This design comes from an exercise in tuning for small area, a short achievable clock period and few clock cycles per item on the open sky130 flow, not from production work.
Where RTL was checked, it was by simulation tests only, not by an equivalence proof against the original.

## job 101
Design melendez_mult, start of the top module:
module melendez_mult (rst, clk, multiplier, multiplicand, product, done);
clock: 5.0 ns
lec_check: 0
cap_margin: 20
core_margin: 2
core_utilization: 40
setup_slack_margin: 1.0
slew_margin: 20
synth_hierarchical: 1
synth_minimum_keep_size: 0
standard.sh (not shown) runs the stock make flow with config.mk's settings and CLKGATE_MAP_FILE= SYNTH_SCRIPT=/design/flow/synth_recipe.tcl, a recipe that flattens the netlist after the stock synthesis.
==> flow/flow/run.sh <==
#!/bin/bash
set -euo pipefail
export BUFFER_PORTS_ARGS="-buffer_cell sky130_fd_sc_hd__buf_2"
bash standard.sh synth > flow_synth.log 2>&1
odb=orfs/results/sky130hd/melendez_mult/base/1_synth.odb
openroad -no_init -exit flow/downsize.tcl > flow_downsize.log 2>&1
bash standard.sh > flow_layout.log 2>&1
==> flow/flow/downsize.tcl <==
# Set every logic gate of the synthesized netlist to the smallest drive strength of
# its family (flip-flops, adders, buffers, inverters and tie cells are left alone).
set odb orfs/results/sky130hd/melendez_mult/base/1_synth.odb
read_db $odb
set db [ord::get_db]
set block [ord::get_db_block]
set n 0
set before 0.0
set after 0.0
foreach inst [$block getInsts] {
  set m [$inst getMaster]
  set name [$m getName]
  if {![regexp {^(sky130_fd_sc_hd__([a-z0-9]+))_([0-9]+)$} $name -> base fam drive]} { continue }
  if {[regexp {^(buf|inv|clkbuf|clkinv|clkinvlp|dfxtp|edfxtp|dfxbp|dfrtp|dfstp|fa|ha|conb|dlygate|clkdlybuf|dlymetal|bufbuf|lpflow|tap|fill|decap|mux2i|mux2)} $fam]} { continue }
  set best ""
  foreach d {1 0} {
    set cand [$db findMaster ${base}_$d]
    if {$cand != "NULL"} { set best $cand; break }
  }
  if {$best == "" || [$best getName] == $name} { continue }
  set before [expr {$before + [$m getWidth] * [$m getHeight] / 1e6}]
  set after [expr {$after + [$best getWidth] * [$best getHeight] / 1e6}]
  if {[$inst swapMaster $best]} { incr n }
}
puts "downsized $n instances: area $before -> $after um2"
write_db $odb
Testbench counts of job 101, summed over its fixed seeds: cycles 2,296, products 384.
Inputs modified between job 101 and job 102:
- swapping 1.0 for 1.25 in SETUP_SLACK_MARGIN
==> flow/flow/run.sh <==
#!/bin/bash
set -euo pipefail
export BUFFER_PORTS_ARGS="-buffer_cell sky130_fd_sc_hd__buf_2"
bash standard.sh > standard_flow.log 2>&1
removed: flow/flow/downsize.tcl
### Flow results
- Between job 102 and job 101, it is job 102 whose total wire length after detailed routing is higher, by about 10%.
- Run comparison: job 102 timing endpoint of the critical path product[58]; job 101 timing endpoint of the critical path product[56]
- Summary: flop-to-flop setup slack, job 102 better than job 101
- From job 102 to job 101, number of instances in the synthesized netlist did not move at all.
- When job 102 is measured against job 101, its area of the mapped netlist turns out 9.0% higher.
Edits applied to the flow inputs when going from job 102 to job 103:
- SETUP_SLACK_MARGIN changed from 1.25 to 1.0
- [compare] base=job 102 new=job 103: critical path depth now sits at about the same level, number of clock buffers in the layout now larger, register share of the cell area rose 1.7 points.
- Diff job 102 -> job 103: worst setup slack moved down; violation count after the first detailed-routing iteration moved down; final period demand of the worst path moved up.

---

Another version of the RTL of melendez_mult (not shown whole).
Size: ~1000 cells after synthesis, roughly 120 flip-flops.
==> flow/config.mk <==
export PLATFORM = sky130hd
export DESIGN_NAME = melendez_mult
export DESIGN_NICKNAME = melendez_mult
export VERILOG_FILES = /design/flow/design.v
export SDC_FILE = /design/flow/constraint.sdc
export NUM_CORES = 4
export LEC_CHECK = 0
export CAP_MARGIN = 20
export CORE_MARGIN = 2
export CORE_UTILIZATION = 40
export SETUP_SLACK_MARGIN = 1.25
export SLEW_MARGIN = 20
export SYNTH_HIERARCHICAL = 1
export SYNTH_MINIMUM_KEEP_SIZE = 0
==> flow/constraint.sdc <==
create_clock -name core_clock -period 5.0 [get_ports {clk}]
set_input_delay 1.0000 -clock core_clock [delete_from_list [all_inputs] [get_ports {clk}]]
set_output_delay 1.0000 -clock core_clock [all_outputs]
set_load 0.01 [all_outputs]
==> flow/flow/run.sh <==
#!/bin/bash
set -euo pipefail
export BUFFER_PORTS_ARGS="-buffer_cell sky130_fd_sc_hd__buf_2"
bash standard.sh > standard_flow.log 2>&1
Rerun with:
Settings changed: SETUP_SLACK_MARGIN 1.25 to 1.0.
The new run finished with timing, DRC and antenna clean.
Global-route usage is lower by 0.49 points.
Hold slack got worse by 0.012 ns.
Clock-buffer cell count stays the same.
Design area is lower by 5.2%.
Worst setup slack got worse by 0.20 ns.
Non-clock buffer count is lower by 22.
Function was not checked in any run of this note: the RTL went through the layout flow alone.

---

## red
melendez_mult, a different RTL version from the one above (not shown whole).
Size in the first run: about 1100 cells after synthesis, about 0.012 mm2 of cells after synthesis.
Design melendez_mult, start of the top module:
module melendez_mult (rst, clk, multiplier, multiplicand, product, done);
==> flow/config.mk <==
export PLATFORM = sky130hd
export DESIGN_NAME = melendez_mult
export DESIGN_NICKNAME = melendez_mult
export VERILOG_FILES = /design/flow/design.v
export SDC_FILE = /design/flow/constraint.sdc
export NUM_CORES = 4
export LEC_CHECK = 0
export CAP_MARGIN = 20
export CORE_MARGIN = 2
export CORE_UTILIZATION = 40
export SETUP_SLACK_MARGIN = 1.0
export SLEW_MARGIN = 20
export SYNTH_HIERARCHICAL = 1
export SYNTH_MINIMUM_KEEP_SIZE = 0
==> flow/constraint.sdc <==
create_clock -name core_clock -period 5.0 [get_ports {clk}]
set_input_delay 1.0000 -clock core_clock [delete_from_list [all_inputs] [get_ports {clk}]]
set_output_delay 1.0000 -clock core_clock [all_outputs]
set_load 0.01 [all_outputs]
Scripts as last shown in full above: flow/flow/run.sh
red: full flow OK, the timing, DRC and antenna checks passed
Testbench counts of red, summed over its fixed seeds: cycles 2,680, products 384.
diff inputs: red => blue
-- flow/config.mk --
<<< red, line 11
export SETUP_SLACK_MARGIN = 1.0
>>> blue, line 11
export SETUP_SLACK_MARGIN = 1.25
==> summary.txt <==
| final clock period utilization by the worst path | lower: blue |. blue reached the end of the flow, and the finished layout is clean on the timing, DRC and antenna checks. blue against red: critical path depth saw an increase; total via count in the routed design climbed 144.
### blue -> green
-- flow/flow/run.sh --
<<< blue, line 4
bash standard.sh > standard_flow.log 2>&1
>>> green, line 4
bash standard.sh synth > flow_synth.log 2>&1
odb=orfs/results/sky130hd/melendez_mult/base/1_synth.odb
openroad -no_init -exit flow/downsize.tcl > flow_downsize.log 2>&1
bash standard.sh > flow_layout.log 2>&1
==> flow/flow/downsize.tcl (new file) <==
# Set every logic gate of the synthesized netlist to the smallest drive strength of
# its family (flip-flops, adders, buffers, inverters and tie cells are left alone).
set odb orfs/results/sky130hd/melendez_mult/base/1_synth.odb
read_db $odb
set db [ord::get_db]
set block [ord::get_db_block]
set n 0
set before 0.0
set after 0.0
foreach inst [$block getInsts] {
  set m [$inst getMaster]
  set name [$m getName]
  if {![regexp {^(sky130_fd_sc_hd__([a-z0-9]+))_([0-9]+)$} $name -> base fam drive]} { continue }
  if {[regexp {^(buf|inv|clkbuf|clkinv|clkinvlp|dfxtp|edfxtp|dfxbp|dfrtp|dfstp|fa|ha|conb|dlygate|clkdlybuf|dlymetal|bufbuf|lpflow|tap|fill|decap|mux2i|mux2)} $fam]} { continue }
  set best ""
  foreach d {1 0} {
    set cand [$db findMaster ${base}_$d]
    if {$cand != "NULL"} { set best $cand; break }
  }
  if {$best == "" || [$best getName] == $name} { continue }
  set before [expr {$before + [$m getWidth] * [$m getHeight] / 1e6}]
  set after [expr {$after + [$best getWidth] * [$best getHeight] / 1e6}]
  if {[$inst swapMaster $best]} { incr n }
}
puts "downsized $n instances: area $before -> $after um2"
write_db $odb
--- outcome ---
- Each of the runs, namely blue and green, reached the end of the flow and came out clean.
- Changes observed in green relative to blue: via count shrank by about 0.9%, total of fill cells in the finished design shrank by 30, number of standard cells in the final layout excluding fillers shrank by 11.
- Between blue and green, the number of buffers inserted by post-CTS setup repair is higher for green.
- green against blue: relative area change from synthesis to final layout shrank by 0.98 points.
Edits applied to the flow inputs when going from green to orange:
==> flow/flow/run.sh <==
#!/bin/bash
set -euo pipefail
export BUFFER_PORTS_ARGS="-buffer_cell sky130_fd_sc_hd__buf_2"
bash standard.sh > standard_flow.log 2>&1
-- flow/config.mk --
<<< green, line 11
>>> orange, line 11
export CTS_BUF_LIST = sky130_fd_sc_hd__clkbuf_8
removed: flow/flow/downsize.tcl
## What came out
In the tables for green and orange, share of the final layout cell area in sequential cells reads higher with green.
Summary of orange over green: summed area of non-filler cells in the final layout went up by 3.3%.
Each of the runs, namely green and orange, reached the end of the flow and came out clean.

---

melendez_mult, a different RTL version from the one above (not shown whole).
Size: about 760 cells after synthesis, roughly 130 I/O pins, ~9800 µm² of cells after synthesis.
Design melendez_mult, start of the top module:
module melendez_mult (rst, clk, multiplier, multiplicand, product, done);
Settings: LEC_CHECK=0, CAP_MARGIN=20, CORE_MARGIN=2, CORE_UTILIZATION=40, SETUP_SLACK_MARGIN=2.5, SLEW_MARGIN=20, SYNTH_HIERARCHICAL=1, SYNTH_MINIMUM_KEEP_SIZE=0; clock period 5.0 ns.
==> flow/flow/run.sh <==
#!/bin/bash
set -euo pipefail
export BUFFER_PORTS_ARGS="-buffer_cell sky130_fd_sc_hd__buf_2"
bash standard.sh > standard_flow.log 2>&1
==> next run, changes <==
- SETUP_SLACK_MARGIN: 2.5 -> 1.25
Result:
- non-clock buffer count is lower by 88
- die area does not change
- hold slack degrades by 21 ps
- register-to-register slack got worse by 410 ps
- via count went down by 8.2%
- global-route usage drops by 3.0 points
- worst setup slack degrades by 18 ps
==> next run, changes <==
- CORE_UTILIZATION: 40 -> 65
- SETUP_SLACK_MARGIN: 1.25 -> 1.5
Effect: The new run completed without violations. Die area fell by 38%. Worst setup slack improved by 49 ps. Cell count fell by 8.6%.
No run of this note included a check of the RTL's function; only the layout flow was run.

-- afterwards: timing with drivers on the ports --
No port has a modelled driver above. Below, the same layouts with a new extraction and two added sets of constraints. Step 1, drivers: a clkbuf_16 drives clk and a buf_2 each remaining input, both assumed. Step 2, shift: input delay + t, output delay - t, t = (earliest + latest rising clock arrival at the registers) / 2. This alone moves slack from input paths to output paths. a / b / c = no drivers / after step 1 / after step 2; a / b = the first two.
run	t (ns)	setup slack, ns	worst setup path after step 2	worst slew at a driven data input, ns
job 101	0.474	1.052 / 1.003 / 0.673	input to register	0.04
job 102	0.480	1.272 / 1.221 / 0.815	input to register	0.07
job 103	0.469	1.064 / 1.019 / 0.638	input to register	0.07
the first run of note 2	0.469	1.278 / 1.232 / 0.901	input to register	0.08
the second run of note 2	0.466	1.079 / 1.037 / 0.730	input to register	0.09
red	0.473	1.116 / 1.067 / 0.894	input to register	0.04
blue	0.474	1.335 / 1.284 / 0.990	input to register	0.04
green	0.464	1.263 / 1.215 / 0.947	input to register	0.04
orange	0.503	1.292 / 1.246 / 0.999	input to register	0.04
the first run of note 4	0.412	1.418 / 1.369 / 1.495	input to register	0.07
the second run of note 4	0.405	1.400 / 1.351 / 1.324	input to register	0.03
the third run of note 4	0.410	1.449 / 1.404 / 1.408	input to register	0.05
After both steps setup and hold are still met in every run listed. For job 102, which loses most, drivers alone change the setup slack by -0.051 ns; drivers and shift together by -0.457 ns.
